From an optimization exercise on the open Yosys and OpenROAD flow, aimed at small area, a short achievable clock period and few clock cycles; shortcuts taken in it are not production practice. Function was checked by simulation only, so behaviour that the tests miss may differ from the original. No activity file was given, so power comes from the tool's default toggle rates.

## design/flow/config.mk

```make
export PLATFORM = sky130hd
export DESIGN_NAME = DT
export DESIGN_NICKNAME = DT
export VERILOG_FILES = /design/flow/design.v
export SDC_FILE = /design/flow/constraint.sdc
export NUM_CORES = 4
export LEC_CHECK = 0
export CAP_MARGIN = 20
export CORE_MARGIN = 2
export CORE_UTILIZATION = 40
export SLEW_MARGIN = 20
```

## design/flow/constraint.sdc

```tcl
create_clock -name core_clock -period 6.0 [get_ports {clk}]
set_input_delay 1.2000 -clock core_clock [delete_from_list [all_inputs] [get_ports {clk}]]
set_output_delay 1.2000 -clock core_clock [all_outputs]
set_load 0.01 [all_outputs]
```

## design/flow/design.v

```verilog
module DT(
	input 					clk, 
	input					reset,
	output	reg				done ,
	output	reg				sti_rd ,
	output	reg 	[9:0]	sti_addr ,
	input			[15:0]	sti_di,
	output	reg				res_wr ,
	output	reg				res_rd ,
	output	reg 	[13:0]	res_addr ,
	output	reg 	[7:0]	res_do,
	input			[7:0]	res_di
	);
reg [2:0] find_min_ctr;							 
reg [3:0] bit_ptr;								 
reg [3:0] STATE_NOW;
reg [3:0] STATE_NEXT;
reg [7:0] data_min;
wire read_ready;
wire write_ready;
parameter INIT = 4'd0;
parameter ROM_READ = 4'd1;
parameter RAM_WRITE = 4'd2;
parameter WRITE_END = 4'd3;
parameter READ_F = 4'd4;
parameter MIN_F = 4'd5;
parameter WRITE_F = 4'd6;
parameter FOWARD_END = 4'd7;
parameter READ_B = 4'd8;
parameter MIN_B = 4'd9;
parameter WRITE_B = 4'd10;
parameter COMPLETE = 4'd11;
always@(posedge clk or negedge reset)
begin
	if(!reset) STATE_NOW <= INIT;
	else STATE_NOW <= STATE_NEXT;
end
always@(*)
begin
	case(STATE_NOW)
	INIT:
	begin
		STATE_NEXT = ROM_READ;
	end
	ROM_READ: 
	begin
		STATE_NEXT = RAM_WRITE;
	end
	RAM_WRITE:
	begin
		if(bit_ptr == 4'd15)
		begin
			if(res_addr == 14'd16383) STATE_NEXT = WRITE_END;
			else STATE_NEXT = ROM_READ;
		end
		else STATE_NEXT = RAM_WRITE;
	end
	WRITE_END: 
	begin
		STATE_NEXT = READ_F;
	end
	READ_F:
	begin
		if(res_di) STATE_NEXT = MIN_F;
		else
		begin
			if(res_addr == 14'd16254) STATE_NEXT = FOWARD_END;
			else STATE_NEXT = READ_F;
		end 
	end
	MIN_F:
	begin
		if(find_min_ctr == 4'd5) STATE_NEXT = WRITE_F;
		else STATE_NEXT = MIN_F;
	end
	WRITE_F:
	begin
		if(res_addr == 14'd16254) STATE_NEXT = FOWARD_END;
		else STATE_NEXT = READ_F;
	end
	FOWARD_END:
	begin
		STATE_NEXT = READ_B;
	end
	READ_B:
	begin
		if(res_di) STATE_NEXT = MIN_B;
		else
		begin
			if(res_addr == 14'd128) STATE_NEXT = COMPLETE;
			else STATE_NEXT = READ_B;
		end
	end
	MIN_B:
	begin
		if(find_min_ctr == 4'd5) STATE_NEXT = WRITE_B;
		else STATE_NEXT = MIN_B;
	end
	WRITE_B:
	begin
		if(res_addr == 14'd129) STATE_NEXT = COMPLETE;
		else STATE_NEXT = READ_B;
	end
	COMPLETE:
	begin
		STATE_NEXT = COMPLETE;
	end
	default: STATE_NEXT = INIT;
	endcase
end
always@(posedge clk or negedge reset)
begin
	if(!reset) sti_rd <= 1'd0;
	else if(STATE_NEXT == ROM_READ) sti_rd <= 1'd1;
	else sti_rd <= 1'd0;
end
assign read_ready = (STATE_NEXT == READ_F || STATE_NEXT == MIN_F ||
					STATE_NEXT == READ_B || STATE_NEXT == MIN_B);
assign write_ready = (STATE_NEXT == RAM_WRITE || STATE_NEXT == WRITE_F ||
					STATE_NEXT == WRITE_B);
always@(posedge clk or negedge reset)
begin
	if(!reset) res_rd <= 1'd0;
	else res_rd <= (read_ready);
end
always@(posedge clk or negedge reset)
begin
	if(!reset) res_wr <= 1'd0;
	else res_wr <= (write_ready);
end
always@(posedge clk or negedge reset)
begin
	if(!reset) sti_addr <= 10'd0;
	else if(STATE_NOW == ROM_READ) sti_addr <= sti_addr + 1'd1;
end
always@(posedge clk or negedge reset)
begin
	if(!reset) bit_ptr <= 4'd0;
	else if(STATE_NEXT == ROM_READ) bit_ptr <= 4'd15;
	else if(STATE_NOW == RAM_WRITE || STATE_NEXT == RAM_WRITE)
		bit_ptr <= bit_ptr - 4'd1;
end
always@(posedge clk or negedge reset)
begin
	if(!reset) find_min_ctr <= 3'd0;
	else if(STATE_NEXT == MIN_F || STATE_NEXT == MIN_B)
		find_min_ctr <= find_min_ctr + 4'd1;
	else if(STATE_NEXT == WRITE_F || STATE_NEXT == WRITE_B)
		find_min_ctr <= 4'd0;
end
always@(posedge clk or negedge reset)
begin
	if(!reset) res_addr <= 14'd16383;
	else if(STATE_NEXT == RAM_WRITE) res_addr <= res_addr + 14'd1;
	else if(STATE_NOW == WRITE_END) res_addr <= 14'd128;
	else if(STATE_NOW == FOWARD_END) res_addr <= 14'd16255;
	else if(STATE_NEXT == MIN_F || STATE_NOW == MIN_F)
	begin
		case(find_min_ctr)
		4'd0: res_addr <= res_addr - 14'd129;
		4'd1: res_addr <= res_addr + 14'd1;
		4'd2: res_addr <= res_addr + 14'd1;
		4'd3: res_addr <= res_addr + 14'd126;
		4'd4: res_addr <= res_addr + 14'd1;
		endcase
	end
	else if(STATE_NEXT == MIN_B || STATE_NOW == MIN_B)
	begin
		case(find_min_ctr)
		4'd0: res_addr <= res_addr + 14'd129;
		4'd1: res_addr <= res_addr - 14'd1;
		4'd2: res_addr <= res_addr - 14'd1;
		4'd3: res_addr <= res_addr - 14'd126;
		4'd4: res_addr <= res_addr - 14'd1;
		endcase
	end
	else if(STATE_NOW == READ_F || STATE_NOW == WRITE_F)
		res_addr <= res_addr + 14'd1;
	else if(STATE_NOW == READ_B || STATE_NOW == WRITE_B) 
		res_addr <= res_addr - 14'd1;
end
always@(posedge clk or negedge reset)
begin
	if(!reset) done <= 1'd0;
	else if(STATE_NOW == COMPLETE) done <= 1'd1;
end
always@(posedge clk or negedge reset)
begin
	if(!reset) data_min <= 8'd0;
	else if(STATE_NOW == MIN_F)
	begin
		if(find_min_ctr == 4'd1)  data_min <= res_di;
		else if(res_di < data_min) data_min <= res_di; 
	end
	else if(STATE_NOW == READ_B) data_min <= res_di;
	else if(STATE_NOW == MIN_B)
	begin
		if(res_di < (data_min - 1'd1)) data_min <= (res_di + 1'd1);
	end
end
always@(posedge clk or negedge reset)
begin
	if(!reset) res_do <= 8'd0;
	else if(STATE_NEXT == RAM_WRITE) res_do <= sti_di[bit_ptr];
	else if(STATE_NEXT == WRITE_F) res_do <= data_min + 8'd1;
	else if(STATE_NEXT == WRITE_B) res_do <= data_min;
end
endmodule
```

## design/flow/run.sh

```bash
#!/bin/bash
# synth_recipe.tcl (not shown) runs the flow's synth.tcl, then flattens the netlist and writes it again
# the make line also repeats each setting of config.mk as NAME=value (left out here)
make -C /OpenROAD-flow-scripts/flow DESIGN_CONFIG=/design/flow/config.mk WORK_HOME=/design/flow/orfs CLKGATE_MAP_FILE= SYNTH_SCRIPT=/design/flow/synth_recipe.tcl finish
```

==> impl_metrics.env <==
export IMPL_status="complete, no violations"
export IMPL_worst_r2r_cell_count=9
export IMPL_pin_count_of_the_biggest_net_entering_global_routing=56
export IMPL_setup_worst_path_start="res_di[4]"
export IMPL_ir_worst_vdd_v=0.000429
export IMPL_synth_async_reset_ratio=1.00
export IMPL_yosys_top_cells_area="dfrtp_1 (18%), ha_1 (7.3%), dfstp_2 (6.3%)"
export IMPL_peak_per_stage_delay_on_the_critical_path_ns=0.59
export IMPL_power_switching_w=0.00222
export IMPL_design_area_um2=6630
export IMPL_postSynthAreaPerCell_um2=7.66
export IMPL_drt_antenna_net_count=0
export IMPL_cts_max_path_buffers=2
export IMPL_internal_power_w=0.00196
export IMPL_final_fill_count=1387
export IMPL_layout_cell_share_with_drive_strength_beyond_1=0.0684
export IMPL_worstPathCellList="clkdlybuf4s50_1, nor4_1, a311oi_1, o22ai_1, o2111a_2, nor3_1, a21oi_1, buf_4, nand2_1, a2111oi_0, o31ai_1"
export IMPL_share_comb_of_total_power=0.685
export IMPL_synth_lib_cells_used_distinct=72
export IMPL_worstSetupStartpointType="primary input"
export IMPL_worstHoldPathType="flip-flop to flip-flop"
export IMPL_postSynthNetCount=816
export IMPL_setup_tns_final_ns=0
export IMPL_power_static_leakage_nw=2.63
export IMPL_power_per_cell_area_nw_per_um2=631
export IMPL_routed_wire_length_per_instance_um=19.4
export IMPL_design_portCount=62
export IMPL_timing_final_crit_period_ns=4.17
export IMPL_fin_hold_ws_ns=0.475
export IMPL_max_cap_violations=0
export IMPL_postPlaceCellArea_um2=6440
export IMPL_drt_drc_violations_left=0
export IMPL_avgViaCountPerCell=6.23
export IMPL_chipHeight_um=124
export IMPL_buffer_ports_inserted=61
export IMPL_insertedDiodeCount=0
export IMPL_crit_path_end="res_addr[9]"
export IMPL_floorplan_core_area_um2=14000
export IMPL_clkLatencyLatePin_ns=0.30
export IMPL_multi_input_area_um2=4040
export IMPL_yosysMostFrequentCell="nor2_1"
export IMPL_detailedRoute_firstIterationViolations=534
export IMPL_synth_common_cells="nor2_1 (71), nand2_1 (66), clkbuf_1 (48), o21ai_0 (48), a21oi_1 (43)"
export IMPL_post_cts_resized=0
export IMPL_min_period_over_period=0.695
export IMPL_register_area_um2=1390
export IMPL_proportion_of_synthesized_chip_area_in_sequential_cells=0.241
export IMPL_dp_cell_count=947
export IMPL_synth_largest_type_area_fraction=0.177
export IMPL_ys_warn_count=1
export IMPL_first_global_vias=5685
export IMPL_fin_worst_skew_ns=0.00648
export IMPL_final_cells=955
export IMPL_worstSetupEndpointType="flip-flop"
export IMPL_r2r_slack_ns=1.99
export IMPL_synth_edff_count=0
export IMPL_pwr_share_clk=0.092
export IMPL_finalHoldViolations=0
export IMPL_worstReg2RegStart="res_addr[10]"
export IMPL_yosys_area_top_type="dfrtp_1"
export IMPL_synthesis_area_um2=5790
export IMPL_yosys_most_used_dff="dfrtp_1"
export IMPL_timing_critical_path_max_delay_family="compound AO/OA/AOI/OAI gates"
export IMPL_max_clock_freq_mhz=240
export IMPL_path_class="primary input to flip-flop"
export IMPL_crit_path_buffers_inverters=2
export IMPL_post_synthesis_sequential_element_count=55
export IMPL_slew_headroom=0.396
export IMPL_cts_htree_levels=2
export IMPL_chip_width_um=124
export IMPL_grt_util_all_layers=0.238
export IMPL_worstPathMaxFanout=14
export IMPL_cts_sinks=55
export IMPL_crit_slowest_cell="nor4_1"
export IMPL_post_synth_inst_count=756
export IMPL_seq_power_share=0.223
export IMPL_reg2reg_to="res_addr[9]"
export IMPL_numCtsBuffers=5
export IMPL_floorplan_initialDensity=0.414
export IMPL_clock_tree_root_cell="clkbuf_16"
export IMPL_antenna_violations_before_repair=0
export IMPL_grt_first_pass_wirelength_mm=30.4
export IMPL_finalWirelength_mm=18.5
export IMPL_std_cell_rows=43
export IMPL_cts_tree="yes"
export IMPL_setup_repair_after_global_routing_missed_its_margin="false"
export IMPL_vias=5951
export IMPL_worst_ep_arrival_time_ns=4.39
export IMPL_clkTransAtPathRegs_ns=0.07
export IMPL_die_area_um2=15500
export IMPL_timing_critical_path_required_ns=6.22
export IMPL_holdBufCountCts=0
export IMPL_total_of_endpoints_with_negative_setup_slack_in_the_final_report=0
export IMPL_layout_nets=834
export IMPL_cts_setup_buffers=0
export IMPL_cp_num_cells=11
export IMPL_grt_overflow_total=0
export IMPL_place_detailed_hpwl_mm=13.2
export IMPL_signed_area_change_from_the_synthesized_netlist_to_the_final_layout_pct=14.5
export IMPL_timing_final_max_slew_violations=0
export IMPL_place_gp_congestion=0.969
export IMPL_worstMarginPinSlew_ns=0.900
export IMPL_first_pass_iteration_count_of_the_detailed_router=8
export IMPL_power_switching_share=0.531
==> logic make-up (layout without fill, tap and decap cells) <==
kind of cell    after synthesis  after routing  share of synthesized area
fa+ha+maj                    34             34                     0.0734
simple gates                283            283                      0.243
xor+xnor                     54             54                     0.0816
mux                          21             21                     0.0473
buf+inv                      90            109                     0.0635
flops                        55             55                      0.241
compound gates              219            219                      0.251
==> cells in the final DEF (no fill, tap or decap), types with 29 or more instances in the layout <==
| cell type | n |
|---|---|
| dfrtp_1 | 41 |
| nand2_1 | 66 |
| o21ai_0 | 48 |
| clkdlybuf4s50_1 | 60 |
| nand3_1 | 32 |
| ha_1 | 34 |
| a21oi_1 | 43 |
| inv_1 | 30 |
| nor2_1 | 71 |
| xnor2_1 | 39 |
| nor3_1 | 29 |
==> worst min path at each step <==
stage | start | cells past startpoint | slack, ns | endpoint
floorplan | done | 1 | 0.49 | done
global placement | res_do[5] | 2 | 0.46 | res_do[5]
detailed placement | sti_addr[9] | 1 | 0.47 | sti_addr[9]
CTS | sti_addr[9] | 1 | 0.48 | sti_addr[9]
global route | sti_addr[9] | 1 | 0.49 | sti_addr[9]
finish | sti_addr[9] | 1 | 0.48 | sti_addr[9]
==> power by group through the flow <==
| stage | Combinational, W | Sequential (W) | Clock [W] |
|---|---|---|---|
| after detailed placement | 0.00281 | 0.000931 | 0 |
| after CTS | 0.00282 | 0.000925 | 0.000390 |
| after global routing | 0.00314 | 0.000973 | 0.000411 |
| final | 0.00287 | 0.000933 | 0.000385 |
| after global placement | 0.00276 | 0.000923 | 0 |
| after floorplan | 0.00220 | 0.000721 | 0 |
==> state kept, by name (all words and copies together), names as in the netlist, 3 cells and up <==
name	cells
find_min_ctr	3
res_addr	14
bit_ptr	4
STATE_NOW	4
res_do	8
data_min	8
sti_addr	10
==> final cells by class <==
class | count | share of cell area
clock buffers | 6 | 0.0194
multi-input cells | 611 | 0.608
well taps | 180 | 0.0339
inverters | 31 | 0.0175
clock inverters | 2 | 0.00905
repair buffers | 70 | 0.101
flip-flops and latches | 55 | 0.210
==> through the flow <==
step / utilization / setup slack [ns] / total power (W)
6_report: 0.474 / 1.83 / 0.00418
5_1_grt: 0.474 / 1.45 / 0.00452
4_1_cts: 0.474 / 1.87 / 0.00414
3_5_place_dp: 0.461 / 1.55 / 0.00374
3_3_place_gp: 0.461 / 1.59 / 0.00369
2_1_floorplan: - / 2.59 / 0.00292
==> routing by layer <==
| metal | track usage | part of all wire |
|---|---|---|
| met3 | 0.0412 | 0.093 |
| met5 | 0 | 0 |
| met2 | 0.368 | 0.44 |
| met4 | 0.0760 | 0.029 |
| met1 | 0.338 | 0.44 |
Testbench counts, summed over its fixed seeds: cycles 2,898,399.

[what the ideal ports hide]
In the flow no input, the clock included, has a driving cell. The finished layout below was timed again as built, in two steps.
Step 1: set_driving_cell puts a clkbuf_16 on clk and a buf_2 on each other input, an assumption about the parent block.
Step 2 moves the port delays by t, midway between the first and last clock arrival at a register: inputs arrive t later, outputs are due t later. That takes back most of the time a late clock gives input paths.
a / b / c = ideal / step 1 / step 2; a / b = the first two.
t (ns): 0.347
slack for setup (ns): 1.829 / 1.851 / 1.505
worst register clock-pin slew, ns: 0.08 / 0.08
pins driven straight from the clock port: 1
After both steps setup and hold are still met in this run. For this run, drivers alone change the setup slack by +0.022 ns; drivers and shift together by -0.324 ns.
